Background: an optimization exercise with open tools, aiming at small area. Do not read the settings as production practice. Function was checked by simulation only, so behaviour that the tests miss may differ from the original. No driver is modelled on the clock port, so clocking that relies on it looks cheaper here than on a real chip. No activity file was given, so power comes from the tool's default toggle rates.

== run A ==
==> flow/design.v <==
`timescale 1ns/10ps
module dsel(s, m, d);
input [6:0] s;
input [6:0] m;
output d;
wire lo_n, hi_n;
aoi3 u_lo (.s(s[2:0]), .m(m[2:0]), .y_n(lo_n));
aoi3 u_hi (.s(s[5:3]), .m(m[5:3]), .y_n(hi_n));
assign d = !(lo_n & hi_n) | (s[6] & m[6]);
endmodule
module aoi3(s, m, y_n);
input [2:0] s;
input [2:0] m;
output y_n;
assign y_n = !(|(s & m));
endmodule
module vsel(up, down, hold, below, above, self, d);
input up, down, hold, below, above, self;
output d;
assign d = (up & below) | (down & above) | (hold & self);
endmodule
`timescale 1ns/10ps
module path(clk, rst_n, data1_i, data2_i, valid1_i, valid2_i, data_o, req_o, gnt_i, stop1_o, stop2_o, valid_o);
input clk;
input rst_n;
input [7:0] data1_i;
input [7:0] data2_i;
input valid1_i;
input valid2_i;
input gnt_i;
output req_o;
output stop1_o;
output stop2_o;
output reg [7:0] data_o;
output reg valid_o;
reg [2:0] j;         
reg [3:0] count;     
reg sel;             
reg [7:0] mem0, mem1, mem2, mem3, mem4;
genvar b;
wire n1 = j[0] & !j[1];
wire n2 = j[1] & !j[2];
wire n3 = j[2] & j[0];
wire n4 = j[1] & !j[0];
wire n5 = j[2] & !j[1];
wire nz      = j[0] | j[2];
wire full    = n5;
wire read    = nz && gnt_i;
wire blocked = full && !gnt_i;
wire vsel    = sel ? valid2_i : valid1_i;
wire accept  = vsel && !blocked;
wire bypass  = !nz && gnt_i && (valid1_i || valid2_i);
wire [2:0] m0_s = {accept & sel, accept & !sel, !accept};
wire [7:0] mem0_d_n;
generate
	for (b = 0; b < 8; b = b + 1) begin : m0bit_
		aoi3 u_m0 (.s(m0_s), .m({data2_i[b], data1_i[b], mem0[b]}), .y_n(mem0_d_n[b]));
	end
endgenerate
wire [7:0] mem0_d = ~mem0_d_n;
assign stop1_o = blocked || sel;
assign stop2_o = blocked || !sel;
assign req_o   = nz || (gnt_i && (valid1_i || valid2_i));
wire go = gnt_i && (nz || valid1_i || valid2_i);
wire [6:0] dsel_s = {gnt_i & n5, gnt_i & n4, gnt_i & n3, gnt_i & n2, gnt_i & n1,
                     gnt_i & !nz & vsel, !go};
wire [7:0] data_d;
generate
	for (b = 0; b < 8; b = b + 1) begin : bit_
		dsel u_dsel (.s(dsel_s),
		             .m({mem4[b], mem3[b], mem2[b], mem1[b], mem0[b], mem0_d[b], data_o[b]}),
		             .d(data_d[b]));
	end
endgenerate
wire up = vsel & !gnt_i & !full;
wire down = nz & gnt_i & !vsel;
wire hold = !(up | down);
wire [2:0] j_up = {j[1:0], !j[2]};
wire [2:0] j_down = {!j[0], j[2:1]};
wire [2:0] j_d;
generate
	for (b = 0; b < 3; b = b + 1) begin : jbit_
		vsel u_vsel (.up(up), .down(down), .hold(hold), .below(j_up[b]),
		             .above(j_down[b]), .self(j[b]), .d(j_d[b]));
	end
endgenerate
wire a0 = accept & count[0];
always @(posedge clk) begin
	mem0 <= mem0_d;
	if (accept) begin
		mem1 <= mem0;
		mem2 <= mem1;
		mem3 <= mem2;
		mem4 <= mem3;
	end
end
always @(posedge clk, negedge rst_n) begin
	if (!rst_n) begin
		j <= 3'd0;
		count <= 4'd0;
		sel <= 1'b0;
		data_o <= 8'd0;
		valid_o <= 1'b0;
	end else begin
		j <= j_d;
		count[0] <= count[0] ^ accept;
		count[1] <= count[1] ^ (a0 & !count[3]);
		count[2] <= count[2] ^ (a0 & count[1]);
		count[3] <= count[3] ^ (a0 & ((count[1] & count[2]) | count[3]));
		sel <= sel ^ (a0 & count[3]);
		valid_o <= go;
		data_o <= data_d;
	end
end
endmodule
Settings: LEC_CHECK=0, CAP_MARGIN=20, CORE_MARGIN=2, CORE_UTILIZATION=40, SLEW_MARGIN=20, SYNTH_HIERARCHICAL=1; clock period 5.0 ns.
standard.sh (not shown) runs the stock make flow with config.mk's settings and CLKGATE_MAP_FILE= SYNTH_SCRIPT=/design/flow/synth_recipe.tcl, a recipe that flattens the netlist after the stock synthesis.
==> flow/flow/run.sh <==
#!/bin/bash
# The standard ORFS layout (standard.sh), with changes to what it inserts:
#  - port buffers are the smallest buffer cell (buf_1) instead of clkdlybuf4s50_1;
#  - clock tree synthesis uses clkbuf_4 buffers and inserts no dummy loads;
#    after CTS, flow/shrink.tcl shrinks clock buffers that can be smaller
#    while every flip-flop clock pin stays well under the slew limit;
#  - buffers that synthesis (ABC) inserted are removed at floorplan; the
#    resizer's repair_design puts back what slew and capacitance need;
#  - before CTS, flow/recover.tcl downsizes gates with timing slack to spare
#    (not the drivers of nets with many loads)
#    and repairs slew and capacitance again.
# The full make output goes to standard.log in this folder; ORFS's per-step
# logs stay under orfs/logs/.
set -euo pipefail
export BUFFER_PORTS_ARGS="-buffer_cell sky130_fd_sc_hd__buf_1"
export CTS_ARGS="-sink_clustering_enable -repair_clock_nets -dont_use_dummy_load -buf_list sky130_fd_sc_hd__clkbuf_4"
export REMOVE_ABC_BUFFERS=1
export PRE_CTS_TCL="$PWD/flow/recover.tcl"
export POST_CTS_TCL="$PWD/flow/shrink.tcl"
export CLK_SHRINK_CELLS="sky130_fd_sc_hd__clkbuf_1 sky130_fd_sc_hd__clkbuf_2"
export CLK_SHRINK_SLEW_PS=105
bash standard.sh > standard.log 2>&1
Other scripts of this flow, unchanged in this note and not shown: flow/flow/recover.tcl, flow/flow/shrink.tcl
For run C, these inputs were changed with respect to run A:
--- a/flow/design.v
+++ b/flow/design.v
@@ -37,7 +37,6 @@
 reg [3:0] count;     
 reg sel;             
 reg [7:0] mem0, mem1, mem2, mem3, mem4;
-genvar b;
 wire n1 = j[0] & !j[1];
 wire n2 = j[1] & !j[2];
 wire n3 = j[2] & j[0];
@@ -50,14 +49,8 @@
 wire vsel    = sel ? valid2_i : valid1_i;
 wire accept  = vsel && !blocked;
 wire bypass  = !nz && gnt_i && (valid1_i || valid2_i);
-wire [2:0] m0_s = {accept & sel, accept & !sel, !accept};
-wire [7:0] mem0_d_n;
-generate
-	for (b = 0; b < 8; b = b + 1) begin : m0bit_
-		aoi3 u_m0 (.s(m0_s), .m({data2_i[b], data1_i[b], mem0[b]}), .y_n(mem0_d_n[b]));
-	end
-endgenerate
-wire [7:0] mem0_d = ~mem0_d_n;
+wire write   = vsel && (nz ? !blocked : !gnt_i);
+wire [7:0] din = sel ? data2_i : data1_i;
 assign stop1_o = blocked || sel;
 assign stop2_o = blocked || !sel;
 assign req_o   = nz || (gnt_i && (valid1_i || valid2_i));
@@ -65,10 +58,11 @@
 wire [6:0] dsel_s = {gnt_i & n5, gnt_i & n4, gnt_i & n3, gnt_i & n2, gnt_i & n1,
                      gnt_i & !nz & vsel, !go};
 wire [7:0] data_d;
+genvar b;
 generate
 	for (b = 0; b < 8; b = b + 1) begin : bit_
 		dsel u_dsel (.s(dsel_s),
-		             .m({mem4[b], mem3[b], mem2[b], mem1[b], mem0[b], mem0_d[b], data_o[b]}),
+		             .m({mem4[b], mem3[b], mem2[b], mem1[b], mem0[b], din[b], data_o[b]}),
 		             .d(data_d[b]));
 	end
 endgenerate
@@ -86,8 +80,8 @@
 endgenerate
 wire a0 = accept & count[0];
 always @(posedge clk) begin
-	mem0 <= mem0_d;
-	if (accept) begin
+	if (write) begin
+		mem0 <= din;
 		mem1 <= mem0;
 		mem2 <= mem1;
 		mem3 <= mem2;
==> run summary <==
Side by side, share of the cycle needed by the critical path after routing turned out lower in run C than in run A.
Delta(fraction of power consumed by sequential logic, run C - run A) > 0
dfrtp_1 as the slowest stage cell on the critical path was reported by run A, and buf_1 by run C.
Between run C and run A, the total length of routed met3 wires is lower for run C.
Re netlist area before placement: run C and run A aren't equal, and the higher value belongs to run C.
In run C relative to run A, detailed-route wire length had gone down by a little under 10%.
Run C consumes less power than run A does.
Post-placement cell area ends up higher on run C.

[port drivers added, routing unchanged]
In the flow no input, the clock included, has a driving cell. The finished layouts below were timed again as built, in two steps.
Step 1 sets driving cells, clkbuf_16 on the clock port and buf_2 on the other inputs (assumed; they add their load-dependent delay and slew).
Step 2 moves the port delays by t, midway between the first and last clock arrival at a register: inputs arrive t later, outputs are due t later. That takes back most of the time a late clock gives input paths.
a / b / c = ideal ports / drivers / drivers and shift; a / b = the first two.
run | shift t [ns] | setup WS [ns] | worst setup path after step 2
run A | 0.666 | 2.140 / 2.115 / 2.059 | input to register
run C | 0.603 | 2.175 / 2.149 / 2.149 | input to output
After both steps every run listed still meets setup and hold. For run A, which loses most, drivers alone change the setup slack by -0.025 ns; drivers and shift together by -0.081 ns.
